Source: an optimization exercise on an open RTL-to-GDS flow (aim: small area, a short achievable clock period and few clock cycles per item). Production flows keep margins and buffers that such runs may drop. Only simulation tests tie the RTL to the original design; equivalence was not proved.

== east ==
==> flow/design.v <==
`timescale 1ns/1ps
module updateNeuron
(
	input						clk				,
	input						rst_n			,
	input						i_run			,
	input						i_init			,
	input						i_s_lern		,
	input						i_s_infr		,
	input signed 	[24:0]  	exc_current		,
	input signed 	[24:0]  	inh_current		,
	output 						o_s_init		,
	output						o_spike			,
	output						o_valid			,
	output			[4:0]		o_neuron_idx	,
	output			[49:0]		d_c				,
	output			[4:0]		addr_c			,
	output						ce_c			,
	output						we_c			,
	input			[49:0]		q_c				,
	output			[54:0]		d_m				,
	output			[4:0]		addr_m			,
	output						ce_m			,
	output						we_m			,
	input			[54:0]		q_m
);
localparam [24:0] E_REST     = 25'd5242880;	 
localparam [24:0] E_EXC      = 25'd6881280;	 
localparam [24:0] E_INH      = 25'd3604480;	 
localparam [24:0] THRESH_ADD = 25'd11240;
localparam [24:0] INH_MAX    = 25'd655360;
localparam [24:0] VT_INIT    = 25'd5406720;
reg			busy;		 
reg			initing;	 
reg			init_rd;	 
reg	[4:0]	idx;
wire idle       = !busy && !initing;
wire run        = idle && i_run;
wire init_start = idle && i_init;
wire [4:0] idx_nx = (idx == 5'd17) ? 5'd0 : idx + 5'd1;
always @(posedge clk or negedge rst_n) begin
	if (!rst_n) begin
		busy    <= 1'b0;
		initing <= 1'b0;
		init_rd <= 1'b0;
		idx     <= 5'd0;
	end else begin
		busy <= run;
		if (init_start) begin
			initing <= 1'b1;
			init_rd <= 1'b1;
		end else if (initing) begin
			init_rd <= 1'b0;
			if (idx == 5'd17)
				initing <= 1'b0;
			idx <= idx_nx;
		end else if (busy) begin
			idx <= idx_nx;
		end
	end
end
wire		mem_ce   = run || busy || init_start || initing;
wire		mem_we   = busy || init_start || (initing && !init_rd);
wire [4:0]	mem_addr = run ? idx_nx : init_rd ? 5'd0 : idx;
wire	[24:0]	q_ge = q_c[49:25];
wire	[24:0]	q_gi = q_c[24:0];
wire	[24:0]	q_vt = q_m[24:0];
wire	[24:0]	q_dvt = E_REST - q_vt;
wire	[24:0]	q_vm = q_m[49:25];
wire			q_ref = q_m[54];
wire	[24:0]	q_dexc = E_EXC - q_vm;
wire	[24:0]	q_dinh = E_INH - q_vm;
wire	[24:0]	q_drest = E_REST - q_vm;
reg		[24:0]	pf_g, pf_gi, pf_vm, pf_vt, pf_vtl, pf_rr;
reg		[17:0]	pf_ma, pf_mb;
reg				pf_ref;
reg		[3:0]	pf_cnt;
always @(posedge clk) begin
	pf_g   <= q_ge - {{3{q_ge[24]}}, q_ge[24:3]};
	pf_gi  <= q_gi - {4'd0, q_gi[24:4]};
	pf_vm  <= q_vm;
	pf_ma  <= q_ref ? 18'd0 : q_dexc[24:7];
	pf_mb  <= q_ref ? 18'd0 : q_dinh[24:7];
	pf_rr  <= q_ref ? 25'd0 : {q_drest[24], q_drest[24:1]};
	pf_vt  <= q_vt;
	pf_vtl <= q_vt + {{17{q_dvt[24]}}, q_dvt[24:17]};	 
	pf_ref <= q_m[54];
	pf_cnt <= q_m[53:50];
end
wire	[24:0]	ge_n = pf_g + exc_current;
wire	[24:0]	gi_v = pf_gi[23:0] + inh_current[23:0];
wire	[25:0]	gi_w = pf_gi[23:0] + inh_current[23:0] + (25'd16777216 - 25'd655361);
wire	[24:0]	gi_t = {pf_gi[24] ^ inh_current[24] ^ gi_v[24], gi_v[23:0]};
wire			gi_big = !gi_t[24] && (gi_v[24] ? gi_w[25] : (gi_w[25] | gi_w[24]));
wire	[24:0]	gi_n = gi_big ? INH_MAX : gi_t;
wire	[17:0]	ma = pf_ma;
wire	[17:0]	mb = pf_mb;
wire	[24:0]	rr = pf_rr;
function [26:0] bz;
	input [24:0] x;
	input [2:0]  m;		 
	reg one, two, neg;
	reg [25:0] w;
	begin
		one = m[1] ^ m[0];
		two = (m[2] & ~m[1] & ~m[0]) | (~m[2] & m[1] & m[0]);
		neg = m[2];
		w = (one ? {x[24], x} : two ? {x, 1'b0} : 26'd0) ^ {26{neg}};
		bz = {~w[25], w};
	end
endfunction
wire [18:0] ma_x = {ma, 1'b0};
wire [18:0] mb_x = {mb, 1'b0};
wire [34:0] r1 [0:8];
wire [34:0] r2 [0:8];
wire [8:0]  n1, n2;
genvar gv;
generate for (gv = 0; gv < 9; gv = gv + 1) begin : g_pp
	assign r1[gv] = {8'd0, bz(ge_n, ma_x[2*gv+2:2*gv])} << (2*gv);
	assign r2[gv] = {8'd0, bz(gi_n, mb_x[2*gv+2:2*gv])} << (2*gv);
	assign n1[gv] = ma_x[2*gv+2];
	assign n2[gv] = mb_x[2*gv+2];
end endgenerate
wire [12:0] lo1 = r1[0][9:0] + r1[1][9:0] + r1[2][9:0] + r1[3][9:0] + r1[4][9:0]
				+ {n1[4], 1'b0, n1[3], 1'b0, n1[2], 1'b0, n1[1], 1'b0, n1[0]};
wire [26:0] r2t [0:4];
generate for (gv = 0; gv < 5; gv = gv + 1) begin : g_pp2t
	assign r2t[gv] = bz(gi_t, mb_x[2*gv+2:2*gv]);
end endgenerate
wire [12:0] lo2 = r2t[0][9:0] + {r2t[1][7:0], 2'd0} + {r2t[2][5:0], 4'd0}
				+ {r2t[3][3:0], 6'd0} + {r2t[4][1:0], 8'd0}
				+ {n2[4], 1'b0, n2[3], 1'b0, n2[2], 1'b0, n2[1], 1'b0, n2[0]};
wire [2:0]  k2_big = {2'd0, n2[0]} + {2'd0, n2[1]} + {2'd0, n2[2]} + {2'd0, n2[3]} + {2'd0, n2[4]};
wire [2:0]  k2 = gi_big ? k2_big : lo2[12:10];
localparam [34:0] KOFF = 35'h2AC000000;
localparam [24:0] KHI  = (KOFF >> 10) + (KOFF >> 10);
wire [25:0] h [0:18];
generate for (gv = 0; gv < 9; gv = gv + 1) begin : g_hi
	if (gv >= 6) begin : g_n
		assign h[gv]     = {1'b0, r1[gv][34:10]} | ({24'd0, n1[gv-1]} << (2*gv-12));
		assign h[gv + 9] = {1'b0, r2[gv][34:10]} | ({24'd0, n2[gv-1]} << (2*gv-12));
	end else begin : g_p
		assign h[gv]     = {1'b0, r1[gv][34:10]};
		assign h[gv + 9] = {1'b0, r2[gv][34:10]};
	end
end endgenerate
assign h[18] = {1'b0, rr + KHI + ({23'd0, n1[8]} << 6) + ({23'd0, n2[8]} << 6)};
function [51:0] csa;	 
	input [25:0] x, y, z;
	begin
		csa[25:0]  = x ^ y ^ z;
		csa[51:26] = {((x & y) | (x & z) | (y & z)), 1'b0};
	end
endfunction
wire [25:0] l1 [0:12];
wire [25:0] l2 [0:8];
wire [25:0] l3 [0:5];
wire [25:0] l4 [0:3];
wire [25:0] l5 [0:2];
generate for (gv = 0; gv < 6; gv = gv + 1) begin : g_l1
	assign {l1[2*gv+1], l1[2*gv]} = csa(h[3*gv], h[3*gv+1], h[3*gv+2]);
end endgenerate
assign l1[12] = h[18];
generate for (gv = 0; gv < 4; gv = gv + 1) begin : g_l2
	assign {l2[2*gv+1], l2[2*gv]} = csa(l1[3*gv], l1[3*gv+1], l1[3*gv+2]);
end endgenerate
assign l2[8] = l1[12];
generate for (gv = 0; gv < 3; gv = gv + 1) begin : g_l3
	assign {l3[2*gv+1], l3[2*gv]} = csa(l2[3*gv], l2[3*gv+1], l2[3*gv+2]);
end endgenerate
generate for (gv = 0; gv < 2; gv = gv + 1) begin : g_l4
	assign {l4[2*gv+1], l4[2*gv]} = csa(l3[3*gv], l3[3*gv+1], l3[3*gv+2]);
end endgenerate
assign {l5[1], l5[0]} = csa(l4[0], l4[1], l4[2]);
assign l5[2] = l4[3];
wire [25:0] l6 [0:1];
assign {l6[1], l6[0]} = csa(l5[0], l5[1], l5[2]);
wire [3:0]  k_sum = {1'b0, lo1[12:10]} + {1'b0, k2};
wire [31:0] m_x = {6'd0, l6[0]};
wire [31:0] m_y = {6'd0, l6[1]};
wire [31:0] m_z = {pf_vm, 3'd0, k_sum};
wire [31:0] m_s = m_x ^ m_y ^ m_z;
wire [31:0] m_c = {((m_x[30:0] & m_y[30:0]) | (m_x[30:0] & m_z[30:0]) | (m_y[30:0] & m_z[30:0])), 1'b0};
reg [31:0] s1_ms, s1_mc;
reg [24:0] s1_ge, s1_gi;
always @(posedge clk) begin
	s1_ms <= m_s;
	s1_mc <= m_c;
	s1_ge <= ge_n;
	s1_gi <= gi_n;
end
wire [31:0] ms = s1_ms + s1_mc;
wire [31:0] qq_z = ~{pf_vm, 7'd0};
wire [31:0] qq_s = s1_ms ^ s1_mc ^ qq_z;
wire [31:0] qq_c = {((s1_ms[30:0] & s1_mc[30:0]) | (s1_ms[30:0] & qq_z[30:0]) | (s1_mc[30:0] & qq_z[30:0])), 1'b0};
wire [31:0] qs = qq_s + qq_c + 32'd1;
wire [6:0]  corr = {4'd0, qs[27:25]} + {6'd0, qs[24]};
wire [24:0] vm_n = {ms[31:25] - corr, ms[24:7]};
function sgt;
	input [24:0] a, b;
	reg [31:0] g, e;
	integer i, l;
	begin
		g = {7'd0, a & ~b};
		e = {7'd0, a | ~b};
		g[24] = ~a[24] & b[24];
		e[24] = ~a[24] | b[24];
		for (l = 1; l < 32; l = l * 2)
			for (i = 31; i >= 0; i = i - 1)
				if (i % (2 * l) >= l) begin
					e[i] = g[i] | (e[i] & e[i - (i % (2 * l)) + l - 1]);
					g[i] = g[i] | (e[i] & g[i - (i % (2 * l)) + l - 1]);
				end
		sgt = g[24];
	end
endfunction
reg         lern_r, infr_r;
always @(posedge clk)
	if (run) begin
		lern_r <= i_s_lern;
		infr_r <= i_s_infr;
	end
wire [24:0] vt_n = lern_r ? pf_vtl : pf_vt;
wire [24:0] vt_f = vt_n + (infr_r ? 25'd0 : THRESH_ADD);
wire [6:0]  yt = ms[31:25];
wire [6:0]  vtop = vt_n[24:18];
wire        low_gt = ms[24:7] > vt_n[17:0];
wire [7:0]  fire_c;
generate for (gv = 0; gv < 8; gv = gv + 1) begin : g_fire
	wire [6:0] yb = yt ^ 7'h40;
	wire [7:0] lhs = {yb < gv, yb};
	wire [7:0] rhs = {1'b0, vtop ^ 7'h40} + gv;
	wire [6:0] veq = vtop + gv;
	assign fire_c[gv] = (lhs > rhs) | ((yt == veq) & low_gt);
end endgenerate
wire [15:0] fire_t;
generate for (gv = 0; gv < 16; gv = gv + 1) begin : g_fire_t
	assign fire_t[gv] = fire_c[((gv + 1) / 2) % 8];
end endgenerate
wire        fire = fire_t[qs[27:24]];
wire [3:0]  rc1    = pf_ref ? pf_cnt + 4'd1 : pf_cnt;
wire        eleven = (rc1 == 4'd11);
wire [49:0] c_out = (fire || pf_ref) ? 50'd0 : {s1_ge, s1_gi};
wire [54:0] m_out = {(pf_ref | fire) & ~eleven, eleven ? 4'd0 : rc1,
					 fire ? E_REST : vm_n, fire ? vt_f : vt_n};
assign ce_c   = mem_ce;
assign ce_m   = mem_ce;
assign we_c   = mem_we;
assign we_m   = mem_we;
assign addr_c = mem_addr;
assign addr_m = mem_addr;
assign d_c    = busy ? c_out : 50'd0;
assign d_m    = busy ? m_out : {1'b0, 4'd0, E_REST, VT_INIT};
assign o_s_init     = initing;
assign o_spike      = fire;
assign o_valid      = busy;
assign o_neuron_idx = idx;
endmodule
Settings: LEC_CHECK=0, ABC_AREA=1, CAP_MARGIN=20, CORE_MARGIN=2, CORE_UTILIZATION=40, SLEW_MARGIN=20; clock period 7.2 ns.
run.sh (not shown) runs the stock make flow with config.mk's settings and CLKGATE_MAP_FILE= SYNTH_SCRIPT=/design/flow/synth_recipe.tcl, a recipe that flattens the netlist after the stock synthesis.
The layout from east, despite a flow that completed every stage, fails the layout checks, with the failing checks listed as capacitance limit, slew limit, setup timing.
Testbench counts of east, summed over its fixed seeds: cycles 5,184, items 2,592.
[inputs] south vs east
--- a/flow/design.v
+++ b/flow/design.v
@@ -173,27 +173,20 @@
 end endgenerate
 assign {l5[1], l5[0]} = csa(l4[0], l4[1], l4[2]);
 assign l5[2] = l4[3];
-wire [25:0] l6 [0:1];
-assign {l6[1], l6[0]} = csa(l5[0], l5[1], l5[2]);
-wire [3:0]  k_sum = {1'b0, lo1[12:10]} + {1'b0, k2};
-wire [31:0] m_x = {6'd0, l6[0]};
-wire [31:0] m_y = {6'd0, l6[1]};
-wire [31:0] m_z = {pf_vm, 3'd0, k_sum};
-wire [31:0] m_s = m_x ^ m_y ^ m_z;
-wire [31:0] m_c = {((m_x[30:0] & m_y[30:0]) | (m_x[30:0] & m_z[30:0]) | (m_y[30:0] & m_z[30:0])), 1'b0};
-reg [31:0] s1_ms, s1_mc;
+reg [25:0] s1_u0, s1_u1, s1_u2;
+reg [2:0]  s1_k1, s1_k2;
 reg [24:0] s1_ge, s1_gi;
 always @(posedge clk) begin
-	s1_ms <= m_s;
-	s1_mc <= m_c;
+	s1_u0 <= l5[0];
+	s1_u1 <= l5[1];
+	s1_u2 <= l5[2];
+	s1_k1 <= lo1[12:10];
+	s1_k2 <= k2;
 	s1_ge <= ge_n;
 	s1_gi <= gi_n;
 end
-wire [31:0] ms = s1_ms + s1_mc;
-wire [31:0] qq_z = ~{pf_vm, 7'd0};
-wire [31:0] qq_s = s1_ms ^ s1_mc ^ qq_z;
-wire [31:0] qq_c = {((s1_ms[30:0] & s1_mc[30:0]) | (s1_ms[30:0] & qq_z[30:0]) | (s1_mc[30:0] & qq_z[30:0])), 1'b0};
-wire [31:0] qs = qq_s + qq_c + 32'd1;
+wire [27:0] qs = s1_u0 + s1_u1 + s1_u2 + s1_k1 + s1_k2;
+wire [31:0] ms = {pf_vm, 7'd0} + s1_u0 + s1_u1 + s1_u2 + s1_k1 + s1_k2;
 wire [6:0]  corr = {4'd0, qs[27:25]} + {6'd0, qs[24]};
 wire [24:0] vm_n = {ms[31:25] - corr, ms[24:7]};
 function sgt;
@@ -222,22 +215,7 @@
 	end
 wire [24:0] vt_n = lern_r ? pf_vtl : pf_vt;
 wire [24:0] vt_f = vt_n + (infr_r ? 25'd0 : THRESH_ADD);
-wire [6:0]  yt = ms[31:25];
-wire [6:0]  vtop = vt_n[24:18];
-wire        low_gt = ms[24:7] > vt_n[17:0];
-wire [7:0]  fire_c;
-generate for (gv = 0; gv < 8; gv = gv + 1) begin : g_fire
-	wire [6:0] yb = yt ^ 7'h40;
-	wire [7:0] lhs = {yb < gv, yb};
-	wire [7:0] rhs = {1'b0, vtop ^ 7'h40} + gv;
-	wire [6:0] veq = vtop + gv;
-	assign fire_c[gv] = (lhs > rhs) | ((yt == veq) & low_gt);
-end endgenerate
-wire [15:0] fire_t;
-generate for (gv = 0; gv < 16; gv = gv + 1) begin : g_fire_t
-	assign fire_t[gv] = fire_c[((gv + 1) / 2) % 8];
-end endgenerate
-wire        fire = fire_t[qs[27:24]];
+wire        fire = sgt(vm_n, vt_n);
 wire [3:0]  rc1    = pf_ref ? pf_cnt + 4'd1 : pf_cnt;
 wire        eleven = (rc1 == 4'd11);
 wire [49:0] c_out = (fire || pf_ref) ? 50'd0 : {s1_ge, s1_gi};
==> comparison <==
south finished all stages; however, its layout fails the closing checks, the failures being setup timing. Going from east to south, global-route usage decreased by 1.2 points relative to the old numbers; sequential share of layout area increased by 1.7 points relative to the old numbers. south against east: minimum setup slack after placement rose by 550 ps; final cell count without fillers saw a decrease; number of cells traversed by the worst register-to-register path went down 9.7%; total die area has decreased. Total routed wirelength is higher on east. Per the comparison of south with east, ratio of routed vias to standard cells decreased by about 2.6% relative to the old numbers; CTS sink count moved up; initial core utilization down 0.21 points. south: share of the core filled with cells 2.4 points below east. south contains fewer vias than east.
Testbench counts of south, summed over its fixed seeds: cycles 5,184, items 2,592.

[re-timing with driven ports]
The results above use ideal ports. As a check the final layouts listed here were re-extracted and re-timed, cells and wires unchanged.
Step 1: set_driving_cell puts a clkbuf_16 on clk and a buf_2 on each other input, an assumption about the parent block.
Step 2 times the ports against the registers' clock, not the clock port: input delays grow and output delays shrink by t, the midpoint of the rising clock arrivals with the driver on.
Three values: ideal ports, drivers, drivers and shift; two values: the first two.
run	t (ns)	setup slack, ns	cell pins on the clock port's net
east	0.684	-0.112 / -0.089 / -0.773	1
south	0.663	-0.918 / -0.987 / -0.452	1
For east, which loses most, drivers alone change the setup slack by +0.023 ns; drivers and shift together by -0.661 ns.
